What follows belongs to an exercise in optimizing a design on an open flow for small area and a short achievable clock period; a production flow would make more cautious choices.
Only simulation tests tie the RTL to the original design; equivalence was not proved.
No activity file was given, so power comes from the tool's default toggle rates.

<file path="constraint.sdc">
create_clock -name core_clock -period 9.0 [get_ports {clk}]
set_input_delay 1.8000 -clock core_clock [delete_from_list [all_inputs] [get_ports {clk}]]
set_output_delay 1.8000 -clock core_clock [all_outputs]
set_load 0.01 [all_outputs]
</file>
<file path="design.v">
module DALU(clk, rst, in_valid, instruction, out_valid, out);
input clk, rst, in_valid;
input [18:0] instruction;
output [15:0] out;
output reg out_valid;
wire [18:0] ins = instruction;
wire [2:0] op = ins[18:16];
wire [5:0] s = ins[15:10];
wire [3:0] f = ins[3:0];
wire op0 = op == 3'd0, mo1 = op == 3'd1, mo2 = op == 3'd2, mo3 = op == 3'd3, mo4 = op == 3'd4;
wire mlog = op0 & (f == 4'd0 | f == 4'd1 | f == 4'd2);
wire madd = op0 & (f == 4'd3);
wire msub = op0 & (f == 4'd4);
wire selAs = madd | msub | mo2 | mo3 | mo4;
wire selBt = madd | mo2;
wire selBnt = msub;
wire [5:0] tt = ins[9:4];
wire [5:0] lg = f[1] ? (s ^ tt) : f[0] ? (s | tt) : (s & tt);
wire pass = (op0 & (f <= 4'd4)) | mo3 | mo4;
wire [10:0] sum;
wire a0 = ins[0] ^ 1'b0;
wire a1 = (ins[1] & ~ins[0] & ~1'b0) | (~ins[1] & ins[0] & 1'b0);
wire a2 = ((a0 & ins[4]) | (a1 & 1'b0)) ^ ins[1];
wire a3 = ((a0 & ins[5]) | (a1 & ins[4])) ^ ins[1];
wire a4 = ((a0 & ins[6]) | (a1 & ins[5])) ^ ins[1];
wire a5 = ((a0 & ins[7]) | (a1 & ins[6])) ^ ins[1];
wire a6 = ((a0 & ins[8]) | (a1 & ins[7])) ^ ins[1];
wire a7 = ((a0 & ins[9]) | (a1 & ins[8])) ^ ins[1];
wire a8 = ((a0 & ins[9]) | (a1 & ins[9])) ^ ins[1];
wire a9 = ins[2] ^ ins[1];
wire a10 = (ins[3] & ~ins[2] & ~ins[1]) | (~ins[3] & ins[2] & ins[1]);
wire a11 = ((a9 & ins[4]) | (a10 & 1'b0)) ^ ins[3];
wire a12 = ((a9 & ins[5]) | (a10 & ins[4])) ^ ins[3];
wire a13 = ((a9 & ins[6]) | (a10 & ins[5])) ^ ins[3];
wire a14 = ((a9 & ins[7]) | (a10 & ins[6])) ^ ins[3];
wire a15 = ((a9 & ins[8]) | (a10 & ins[7])) ^ ins[3];
wire a16 = ((a9 & ins[9]) | (a10 & ins[8])) ^ ins[3];
wire a17 = ((a9 & ins[9]) | (a10 & ins[9])) ^ ins[3];
wire a18 = (selAs & s[0]) | (mo1 & a2) | (mlog & lg[0]);
wire a19 = (selBt & ins[4]) | (selBnt & ~ins[4]) | (mo3 & ins[0]) | (mo4 & ~ins[0]);
wire a20 = (mo2 & ins[0]);
wire a21 = (selAs & s[1]) | (mo1 & a3) | (mlog & lg[1]);
wire a22 = (selBt & ins[5]) | (selBnt & ~ins[5]) | (mo3 & ins[1]) | (mo4 & ~ins[1]);
wire a23 = (mo2 & ins[1]);
wire a24 = (selAs & s[2]) | (mo1 & a4) | (mlog & lg[2]);
wire a25 = (selBt & ins[6]) | (selBnt & ~ins[6]) | (mo3 & ins[2]) | (mo4 & ~ins[2]) | (mo1 & a11);
wire a26 = (mo2 & ins[2]) | (mo1 & ins[3]);
wire a27 = (selAs & s[3]) | (mo1 & a5) | (mlog & lg[3]);
wire a28 = (selBt & ins[7]) | (selBnt & ~ins[7]) | (mo3 & ins[3]) | (mo4 & ~ins[3]) | (mo1 & a12);
wire a29 = (mo2 & ins[3]);
wire a30 = (selAs & s[4]) | (mo1 & a6) | (mlog & lg[4]);
wire a31 = (selBt & ins[8]) | (selBnt & ~ins[8]) | (mo3 & ins[4]) | (mo4 & ~ins[4]) | (mo1 & a13);
wire a32 = (mo2 & ins[3]);
wire a33 = (selAs & s[5]) | (mo1 & a7) | (mlog & lg[5]);
wire a34 = (selBt & ins[9]) | (selBnt & ~ins[9]) | (mo3 & ins[5]) | (mo4 & ~ins[5]) | (mo1 & a14);
wire a35 = (mo2 & ins[3]);
wire a36 = (selAs & s[5]) | (mo1 & a8) | (mlog & lg[5]);
wire a37 = (selBt & ins[9]) | (selBnt & ~ins[9]) | (mo3 & ins[6]) | (mo4 & ~ins[6]) | (mo1 & a15);
wire a38 = (mo2 & ins[3]);
wire a39 = (selAs & s[5]) | (mo1 & a8) | (mlog & lg[5]);
wire a40 = (selBt & ins[9]) | (selBnt & ~ins[9]) | (mo3 & ins[7]) | (mo4 & ~ins[7]) | (mo1 & a16);
wire a41 = (mo2 & ins[3]);
wire a42 = (selAs & s[5]) | (mo1 & a8) | (mlog & lg[5]);
wire a43 = (selBt & ins[9]) | (selBnt & ~ins[9]) | (mo3 & ins[8]) | (mo4 & ~ins[8]) | (mo1 & a17);
wire a44 = (mo2 & ins[3]);
wire a45 = (selAs & s[5]) | (mo1 & a8) | (mlog & lg[5]);
wire a46 = (selBt & ins[9]) | (selBnt & ~ins[9]) | (mo3 & ins[9]) | (mo4 & ~ins[9]) | (mo1 & a17);
wire a47 = (mo2 & ins[3]);
wire a48 = (selAs & s[5]) | (mo1 & a8) | (mlog & lg[5]);
wire a49 = (selBt & ins[9]) | (selBnt & ~ins[9]) | (mo3 & ins[9]) | (mo4 & ~ins[9]) | (mo1 & a17);
wire a50 = (mo2 & ins[3]);
wire a51 = selBnt | mo4 | (mo1 & ins[1]);
wire a52 = a20 ^ a51 ^ a18;
wire a53 = (a20 & a51) | (a20 & a18) | (a51 & a18);
wire a54 = a23 ^ a21 ^ a22;
wire a55 = (a23 & a21) | (a23 & a22) | (a21 & a22);
wire a56 = a26 ^ a24 ^ a25;
wire a57 = (a26 & a24) | (a26 & a25) | (a24 & a25);
wire a58 = a29 ^ a27 ^ a28;
wire a59 = (a29 & a27) | (a29 & a28) | (a27 & a28);
wire a60 = a32 ^ a30 ^ a31;
wire a61 = (a32 & a30) | (a32 & a31) | (a30 & a31);
wire a62 = a35 ^ a33 ^ a34;
wire a63 = (a35 & a33) | (a35 & a34) | (a33 & a34);
wire a64 = a38 ^ a36 ^ a37;
wire a65 = (a38 & a36) | (a38 & a37) | (a36 & a37);
wire a66 = a41 ^ a39 ^ a40;
wire a67 = (a41 & a39) | (a41 & a40) | (a39 & a40);
wire a68 = a44 ^ a42 ^ a43;
wire a69 = (a44 & a42) | (a44 & a43) | (a42 & a43);
wire a70 = a47 ^ a45 ^ a46;
wire a71 = (a47 & a45) | (a47 & a46) | (a45 & a46);
wire a72 = a50 ^ a48 ^ a49;
wire a73 = (a50 & a48) | (a50 & a49) | (a48 & a49);
assign sum = {a71, a69, a67, a65, a63, a61, a59, a57, a55, a53, a19} + {a72, a70, a68, a66, a64, a62, a60, a58, a56, a54, a52};
wire [5:0] ua = sum[7:2];
wire [5:0] ar = ua + {5'd0, sum[1]};
wire [5:0] xn = mo1 ? s : mo2 ? ar : {5'd0, pass};
wire [10:0] yn = mo2 ? {sum[7], ua, sum[0], 3'b000} : sum;
wire [1:0] en = {mo2 & sum[1] & ~sum[0], mo2 & sum[0]};
reg v1;
reg [5:0] x;
reg [10:0] y;
reg [1:0] e;
reg [13:0] r;
wire [13:0] p;
always @(posedge clk) begin
  v1 <= in_valid & ~rst;
  out_valid <= v1 & ~rst;
  x <= xn;
  y <= yn;
  e <= en;
  r <= p;
end
wire m0 = x[0] & y[0];
wire m1 = x[0] & y[1];
wire m2 = x[0] & y[2];
wire m3 = x[0] & y[3];
wire m4 = x[0] & y[4];
wire m5 = x[0] & y[5];
wire m6 = x[0] & y[6];
wire m7 = x[0] & y[7];
wire m8 = x[0] & y[8];
wire m9 = x[0] & y[9];
wire m10 = ~(x[0] & y[10]);
wire m11 = x[1] & y[0];
wire m12 = x[1] & y[1];
wire m13 = x[1] & y[2];
wire m14 = x[1] & y[3];
wire m15 = x[1] & y[4];
wire m16 = x[1] & y[5];
wire m17 = x[1] & y[6];
wire m18 = x[1] & y[7];
wire m19 = x[1] & y[8];
wire m20 = x[1] & y[9];
wire m21 = ~(x[1] & y[10]);
wire m22 = x[2] & y[0];
wire m23 = x[2] & y[1];
wire m24 = x[2] & y[2];
wire m25 = x[2] & y[3];
wire m26 = x[2] & y[4];
wire m27 = x[2] & y[5];
wire m28 = x[2] & y[6];
wire m29 = x[2] & y[7];
wire m30 = x[2] & y[8];
wire m31 = x[2] & y[9];
wire m32 = ~(x[2] & y[10]);
wire m33 = x[3] & y[0];
wire m34 = x[3] & y[1];
wire m35 = x[3] & y[2];
wire m36 = x[3] & y[3];
wire m37 = x[3] & y[4];
wire m38 = x[3] & y[5];
wire m39 = x[3] & y[6];
wire m40 = x[3] & y[7];
wire m41 = x[3] & y[8];
wire m42 = x[3] & y[9];
wire m43 = ~(x[3] & y[10]);
wire m44 = x[4] & y[0];
wire m45 = x[4] & y[1];
wire m46 = x[4] & y[2];
wire m47 = x[4] & y[3];
wire m48 = x[4] & y[4];
wire m49 = x[4] & y[5];
wire m50 = x[4] & y[6];
wire m51 = x[4] & y[7];
wire m52 = x[4] & y[8];
wire m53 = x[4] & y[9];
wire m54 = ~(x[5] & y[0]);
wire m55 = ~(x[5] & y[1]);
wire m56 = ~(x[5] & y[2]);
wire m57 = ~(x[5] & y[3]);
wire m58 = ~(x[5] & y[4]);
wire m59 = ~(x[5] & y[5]);
wire m60 = ~(x[5] & y[6]);
wire m61 = ~(x[5] & y[7]);
wire m62 = ~(x[5] & y[8]);
wire m63 = e[1] ^ m2 ^ m12;
wire m64 = (e[1] & m2) | (e[1] & m12) | (m2 & m12);
wire m65 = m3 ^ m13 ^ m23;
wire m66 = (m3 & m13) | (m3 & m23) | (m13 & m23);
wire m67 = m33 ^ m64;
wire m68 = m33 & m64;
wire m69 = m4 ^ m14 ^ m24;
wire m70 = (m4 & m14) | (m4 & m24) | (m14 & m24);
wire m71 = m34 ^ m44 ^ m66;
wire m72 = (m34 & m44) | (m34 & m66) | (m44 & m66);
wire m73 = m69 ^ m68;
wire m74 = m69 & m68;
wire m75 = 1'b1 ^ m5 ^ m15;
wire m76 = (1'b1 & m5) | (1'b1 & m15) | (m5 & m15);
wire m77 = m25 ^ m35 ^ m45;
wire m78 = (m25 & m35) | (m25 & m45) | (m35 & m45);
wire m79 = m54 ^ m70 ^ m75;
wire m80 = (m54 & m70) | (m54 & m75) | (m70 & m75);
wire m81 = m77 ^ m72 ^ m74;
wire m82 = (m77 & m72) | (m77 & m74) | (m72 & m74);
wire m83 = m6 ^ m16 ^ m26;
wire m84 = (m6 & m16) | (m6 & m26) | (m16 & m26);
wire m85 = m36 ^ m46 ^ m55;
wire m86 = (m36 & m46) | (m36 & m55) | (m46 & m55);
wire m87 = m76 ^ m78 ^ m83;
wire m88 = (m76 & m78) | (m76 & m83) | (m78 & m83);
wire m89 = m85 ^ m80 ^ m87;
wire m90 = (m85 & m80) | (m85 & m87) | (m80 & m87);
wire m91 = m7 ^ m17 ^ m27;
wire m92 = (m7 & m17) | (m7 & m27) | (m17 & m27);
wire m93 = m37 ^ m47 ^ m56;
wire m94 = (m37 & m47) | (m37 & m56) | (m47 & m56);
wire m95 = m84 ^ m86 ^ m91;
wire m96 = (m84 & m86) | (m84 & m91) | (m86 & m91);
wire m97 = m93 ^ m88 ^ m95;
wire m98 = (m93 & m88) | (m93 & m95) | (m88 & m95);
wire m99 = m8 ^ m18 ^ m28;
wire m100 = (m8 & m18) | (m8 & m28) | (m18 & m28);
wire m101 = m38 ^ m48 ^ m57;
wire m102 = (m38 & m48) | (m38 & m57) | (m48 & m57);
wire m103 = m92 ^ m94 ^ m99;
wire m104 = (m92 & m94) | (m92 & m99) | (m94 & m99);
wire m105 = m101 ^ m96 ^ m103;
wire m106 = (m101 & m96) | (m101 & m103) | (m96 & m103);
wire m107 = m9 ^ m19 ^ m29;
wire m108 = (m9 & m19) | (m9 & m29) | (m19 & m29);
wire m109 = m39 ^ m49 ^ m58;
wire m110 = (m39 & m49) | (m39 & m58) | (m49 & m58);
wire m111 = m100 ^ m102 ^ m107;
wire m112 = (m100 & m102) | (m100 & m107) | (m102 & m107);
wire m113 = m109 ^ m104 ^ m111;
wire m114 = (m109 & m104) | (m109 & m111) | (m104 & m111);
wire m115 = 1'b1 ^ m10 ^ m20;
wire m116 = (1'b1 & m10) | (1'b1 & m20) | (m10 & m20);
wire m117 = m30 ^ m40 ^ m50;
wire m118 = (m30 & m40) | (m30 & m50) | (m40 & m50);
wire m119 = m59 ^ m108 ^ m110;
wire m120 = (m59 & m108) | (m59 & m110) | (m108 & m110);
wire m121 = m115 ^ m117 ^ m112;
wire m122 = (m115 & m117) | (m115 & m112) | (m117 & m112);
wire m123 = m119 ^ m114;
wire m124 = m119 & m114;
wire m125 = m21 ^ m31 ^ m41;
wire m126 = (m21 & m31) | (m21 & m41) | (m31 & m41);
wire m127 = m51 ^ m60 ^ m116;
wire m128 = (m51 & m60) | (m51 & m116) | (m60 & m116);
wire m129 = m118 ^ m125 ^ m120;
wire m130 = (m118 & m125) | (m118 & m120) | (m125 & m120);
wire m131 = m127 ^ m122 ^ m129;
wire m132 = (m127 & m122) | (m127 & m129) | (m122 & m129);
wire m133 = m32 ^ m42 ^ m52;
wire m134 = (m32 & m42) | (m32 & m52) | (m42 & m52);
wire m135 = m61 ^ m126 ^ m133;
wire m136 = (m61 & m126) | (m61 & m133) | (m126 & m133);
wire m137 = m128 ^ m135 ^ m130;
wire m138 = (m128 & m135) | (m128 & m130) | (m135 & m130);
wire m139 = m43 ^ m53 ^ m62;
wire m140 = (m43 & m53) | (m43 & m62) | (m53 & m62);
wire m141 = m134 ^ m139 ^ m136;
wire m142 = (m134 & m139) | (m134 & m136) | (m139 & m136);
wire m143 = e[0] & m0;
wire m144 = m1 & m11;
wire m145 = m22 & m63;
wire m146 = m65 & m67;
wire m147 = m71 & m73;
wire m148 = m79 & m81;
wire m149 = m82 & m89;
wire m150 = m90 & m97;
wire m151 = m98 & m105;
wire m152 = m106 & m113;
wire m153 = m121 & m123;
wire m154 = m124 & m131;
wire m155 = m132 & m137;
wire m156 = m138 & m141;
wire m157 = e[0] ^ m0;
wire m158 = m1 ^ m11;
wire m159 = m22 ^ m63;
wire m160 = m65 ^ m67;
wire m161 = m71 ^ m73;
wire m162 = m79 ^ m81;
wire m163 = m82 ^ m89;
wire m164 = m90 ^ m97;
wire m165 = m98 ^ m105;
wire m166 = m106 ^ m113;
wire m167 = m121 ^ m123;
wire m168 = m124 ^ m131;
wire m169 = m132 ^ m137;
wire m170 = m138 ^ m141;
wire m171 = m144 | (m158 & m143);
wire m172 = m158 & m157;
wire m173 = m146 | (m160 & m145);
wire m174 = m160 & m159;
wire m175 = m148 | (m162 & m147);
wire m176 = m162 & m161;
wire m177 = m150 | (m164 & m149);
wire m178 = m164 & m163;
wire m179 = m152 | (m166 & m151);
wire m180 = m166 & m165;
wire m181 = m154 | (m168 & m153);
wire m182 = m168 & m167;
wire m183 = m156 | (m170 & m155);
wire m184 = m170 & m169;
wire m185 = m145 | (m159 & m171);
wire m186 = m159 & m172;
wire m187 = m173 | (m174 & m171);
wire m188 = m174 & m172;
wire m189 = m149 | (m163 & m175);
wire m190 = m163 & m176;
wire m191 = m177 | (m178 & m175);
wire m192 = m178 & m176;
wire m193 = m153 | (m167 & m179);
wire m194 = m167 & m180;
wire m195 = m181 | (m182 & m179);
wire m196 = m182 & m180;
wire m197 = m147 | (m161 & m187);
wire m198 = m161 & m188;
wire m199 = m175 | (m176 & m187);
wire m200 = m176 & m188;
wire m201 = m189 | (m190 & m187);
wire m202 = m190 & m188;
wire m203 = m191 | (m192 & m187);
wire m204 = m192 & m188;
wire m205 = m155 | (m169 & m195);
wire m206 = m169 & m196;
wire m207 = m183 | (m184 & m195);
wire m208 = m184 & m196;
wire m209 = m151 | (m165 & m203);
wire m210 = m165 & m204;
wire m211 = m179 | (m180 & m203);
wire m212 = m180 & m204;
wire m213 = m193 | (m194 & m203);
wire m214 = m194 & m204;
wire m215 = m195 | (m196 & m203);
wire m216 = m196 & m204;
wire m217 = m205 | (m206 & m203);
wire m218 = m206 & m204;
wire m219 = m207 | (m208 & m203);
wire m220 = m208 & m204;
assign p[0] = m157;
assign p[1] = m158 ^ m143;
assign p[2] = m159 ^ m171;
assign p[3] = m160 ^ m185;
assign p[4] = m161 ^ m187;
assign p[5] = m162 ^ m197;
assign p[6] = m163 ^ m199;
assign p[7] = m164 ^ m201;
assign p[8] = m165 ^ m203;
assign p[9] = m166 ^ m209;
assign p[10] = m167 ^ m211;
assign p[11] = m168 ^ m213;
assign p[12] = m169 ^ m215;
assign p[13] = m170 ^ m217;
assign out = {{2{r[13]}}, r};
endmodule
</file>
<file path="run.sh">
#!/bin/bash
# synth_recipe.tcl (not shown) runs the flow's synth.tcl, then flattens the netlist and writes it again
# the make line also repeats each setting of config.mk as NAME=value (left out here)
make -C /OpenROAD-flow-scripts/flow DESIGN_CONFIG=/design/flow/config.mk WORK_HOME=/design/flow/orfs CLKGATE_MAP_FILE= SYNTH_SCRIPT=/design/flow/synth_recipe.tcl finish
</file>
<file path="config.mk">
export PLATFORM = sky130hd
export DESIGN_NAME = DALU
export DESIGN_NICKNAME = DALU
export VERILOG_FILES = /design/flow/design.v
export SDC_FILE = /design/flow/constraint.sdc
export NUM_CORES = 4
export LEC_CHECK = 0
export CAP_MARGIN = 20
export CORE_MARGIN = 2
export CORE_UTILIZATION = 40
export SLEW_MARGIN = 20
</file>
==> summary.txt <==
layout by cell type (no fill, tap or decap), types with 2 or more instances in the layout:
cell type         n
o211ai_1         11
nand4_1           3
inv_1            82
mux2i_1           8
a221oi_1          3
a21oi_1          16
nor3_1            4
o22ai_1           3
a222oi_1          7
and2_0            2
xnor2_1          15
nor2b_1          10
and3_1            3
and2_1           37
o21bai_1          2
dfxtp_1          35
nand2b_1          4
clkbuf_16         5
or3_1             2
o21ai_0          46
a221o_1           2
nand3_1           5
nor2_1           24
xor2_1            8
a21o_1            8
o21a_1            6
nand2_1          67
a21oi_2           2
ha_1             41
a211oi_1          4
buf_4             3
clkdlybuf4s50_1  38
fa_1             48
a21boi_0          3
nor3b_1           2
o221ai_1          4
final cells by class:
cell class	count	share of cell area
Clock buffer	6	0.02663
Clock inverter	1	0.0009597
Inverter	82	0.05902
Multi-Input combinational cell	420	0.6675
Sequential cell	35	0.1344
Tap cell	143	0.03431
Timing Repair Buffer	41	0.07726
power groups by stage:
stage | Clock [W] | Sequential [W] | Combinational [W]
finish | 0.000171 | 0.000255 | 0.000671
global route | 0.000182 | 0.000263 | 0.000778
CTS | 0.000174 | 0.000256 | 0.000680
detailed placement | 0 | 0.000260 | 0.000676
global placement | 0 | 0.000259 | 0.000666
floorplan | 0 | 0.000258 | 0.000494
stage by stage:
| step | hold slack, ps | util | power (W) | instances | setup slack (ps) |
|---|---|---|---|---|---|
| after floorplan | 413.8 | - | 0.0007516 | 566 | 3313 |
| after global placement | 426.0 | 0.4460 | 0.0009248 | 721 | 2272 |
| after detailed placement | 439.8 | 0.4460 | 0.0009356 | 721 | 2064 |
| after CTS | 446.4 | 0.4587 | 0.001111 | 728 | 2369 |
| after global routing | 481.3 | 0.4587 | 0.001223 | 728 | 1997 |
| final | 440.1 | 0.4587 | 0.001097 | 728 | 2310 |
synthesized netlist by cell type, types with 2 or more instances:
library cell,instances
inv_1,82
nand2_1,67
fa_1,48
o21ai_0,46
ha_1,41
and2_1,37
dfxtp_1,35
nor2_1,24
clkbuf_1,21
a21oi_1,16
xnor2_1,15
o211ai_1,11
nor2b_1,10
a21o_1,8
mux2i_1,8
xor2_1,8
a222oi_1,7
o21a_1,6
nand3_1,5
a211oi_1,4
nand2b_1,4
nor3_1,4
o221ai_1,4
a21boi_0,3
a221oi_1,3
and3_1,3
buf_2,3
nand4_1,3
o22ai_1,3
a21oi_2,2
a221o_1,2
and2_0,2
buf_4,2
buf_6,2
nor3b_1,2
o21bai_1,2
or3_1,2
per-layer routing:
metal,part of all wire,up-vias,track usage
li1,-,1915,-
met4,0.014,0,0.05021
met5,0,-,0
met3,0.039,12,0.01688
met1,0.46,1837,0.2333
met2,0.49,112,0.3037
kinds of logic (layout without fill, tap and decap cells):
group                    Yosys count  in the layout  synth area share
buffers and inverters            111            130           0.09578
adder cells (fa/ha/maj)           89             89            0.3187
AO/OA/AOI/OAI                    129            129            0.1870
flip-flops                        35             35            0.1515
multiplexers                       9              9           0.01975
AND/OR/NAND/NOR                  170            170            0.1837
XOR/XNOR                          23             23           0.04356
critical path, stage by stage:
cell	delay, ps
clkdlybuf4s50_1	780
buf_4	330
nand2b_1	170
nor2_1	60
a21oi_1	120
o221ai_1	330
a222oi_1	450
inv_1	110
fa_1	540
ha_1	160
inv_1	60
fa_1	460
nor2b_1	160
o31a_1	260
nor4b_2	70
a211oi_1	520
nor3_1	130
a221o_1	340
path summary, 6_finish.rpt:
check | from | endpoint | slack, ps | cells after the start
worst max-delay path | instruction[1] | x[5]$_DFF_P_ | 2310 | 18
worst max register to register | x[0]$_DFF_P_ | r[9]$_DFF_P_ | 4980 | 12
worst min-delay path | v1$_DFF_P_ | out_valid$_DFF_P_ | 440 | 1
worst min register to register | v1$_DFF_P_ | out_valid$_DFF_P_ | 440 | 1
registers in the layout, summed over array words and instances (netlist names):
register   flops
out_valid      1
x              6
e              2
y             11
r             14
v1             1
==> impl_metrics.tcl <==
set metrics [dict create \
    period_minus_slack_ps 6690 \
    cts_resized 0 \
    cts_buffers 5 \
    overflow 0 \
    finalSetupViolCount 0 \
    clkPwrFrac 0.156 \
    netlist_area_sq_mm 0.004624 \
    cts_hold_buf 0 \
    crit_path_start_kind "input pin" \
    pwr-share-comb 0.612 \
    synth_area_leaders "fa_1 21%, dfxtp_1 15%, ha_1 11%" \
    synth_top_area_frac 0.2078 \
    fill_cells 1115 \
    rows 39 \
    place_area_sq_mm 0.005071 \
    avgSynthCellArea_sq_um 8.170 \
    nets 696 \
    yosys.area.top_type "fa_1" \
    diodes 0 \
    synth_cell_type_count 58 \
    grt_pass1_wl_mm 18.17 \
    rsz0062_at_grt "no" \
    io_buffers 38 \
    cts_setup_buffers 0 \
    route.detailed.drc 0 \
    crit_type "input pin to flop" \
    dr.pass1.iters 5 \
    synth_seq_area_share 0.1515 \
    wire_per_inst_um 14.36 \
    grt_pass1_vias 3816 \
    drv_cap 0 \
    maxSlewViolCount 0 \
    grtUsageTotal 0.1750 \
    synthArstFlopShare 0 \
    fin_skew_ps 6.512 \
    synth_nets 677 \
    relSlewSlack 0.5034 \
    worst_pin_slew_ps 726.2 \
    peakVddDrop_mv 0.2398 \
    multi_input_area_sq_mm 0.003481 \
    area_growth_pct 12.77 \
    netlist_instances 566 \
    grt_max_degree 27 \
    ys_seq_elements 35 \
    hp-class "flop to flop" \
    drive_gt1_frac 0.03248 \
    start_util 0.4067 \
    coreArea_sq_mm 0.01137 \
    required_ps 9160 \
    clk_path_buf_depth 2 \
    fin_crit_sh 0.7434 \
    crit_fanout 22 \
    cp-end-kind "flop" \
    clock-sinks 35 \
    top_level_ports 39 \
    leakage_nw 2.377 \
    p_sw_frac 0.4110 \
    gp_congestion 0.8872 \
    dieArea_sq_mm 0.01244 \
    clk_latency_ps 280 \
    die_h_um 111.5 \
    ctsRootBufferMaster "clkbuf_16" \
    die_w_um 111.5 \
    status "finished clean" \
    drt-total-wl_mm 10.46 \
    drtIter0Drc 290 \
    internal-power_w 0.0006461 \
    clk_pin_slew_worst_paths_ps 50 \
    switching_power_w 0.0004509 \
    hold_viol_final 0 \
    max_freq_mhz 149.5 \
    ant_nets 0 \
    routed_via_density 5.324 \
    cts_tree "done" \
    seqPwrFrac 0.233 \
    final_cell_area_sq_mm 0.005215 \
    tns_ps 0 \
    ys_warn_count 1 \
    synth-main-ff-cell "dfxtp_1" \
    p_per_area_mw_per_mm2 210.3 \
    dp_hpwl_mm 8.387 \
    cp.arrival_ps 6850 \
    vias 3876 \
    h-tree-depth 2 \
    seqCellArea_sq_um 700.7 \
    grt_antenna_before_repair 0 \
    synth_enable_flop_cells 0 \
]

## separate check: timing with driven ports
How much do the figures lean on ideal ports? The routed layout below was timed once more, with nothing changed but the port constraints. Step 1, drivers: a clkbuf_16 drives clk and a buf_2 each remaining input, both assumed. Step 2 adds t to the input delays and takes it off the output delays; t is the mean of the earliest and latest rising clock arrival at the registers after step 1. Input paths then give back, and output paths get back, about the clock's delay inside the block. Slacks: ideal ports / drivers / drivers and shift; pairs: ideal ports / drivers.
t, ns: 0.307
setup WS [ns]: 2.310 / 2.323 / 2.015
worst setup path after step 2: input to register
worst data-port slew with drivers (ns): 0.04
pins driven straight from the clock port: 1
After both steps this run still meets setup and hold. The setup slack of this run moves by +0.013 ns with the drivers and by -0.295 ns with both steps.
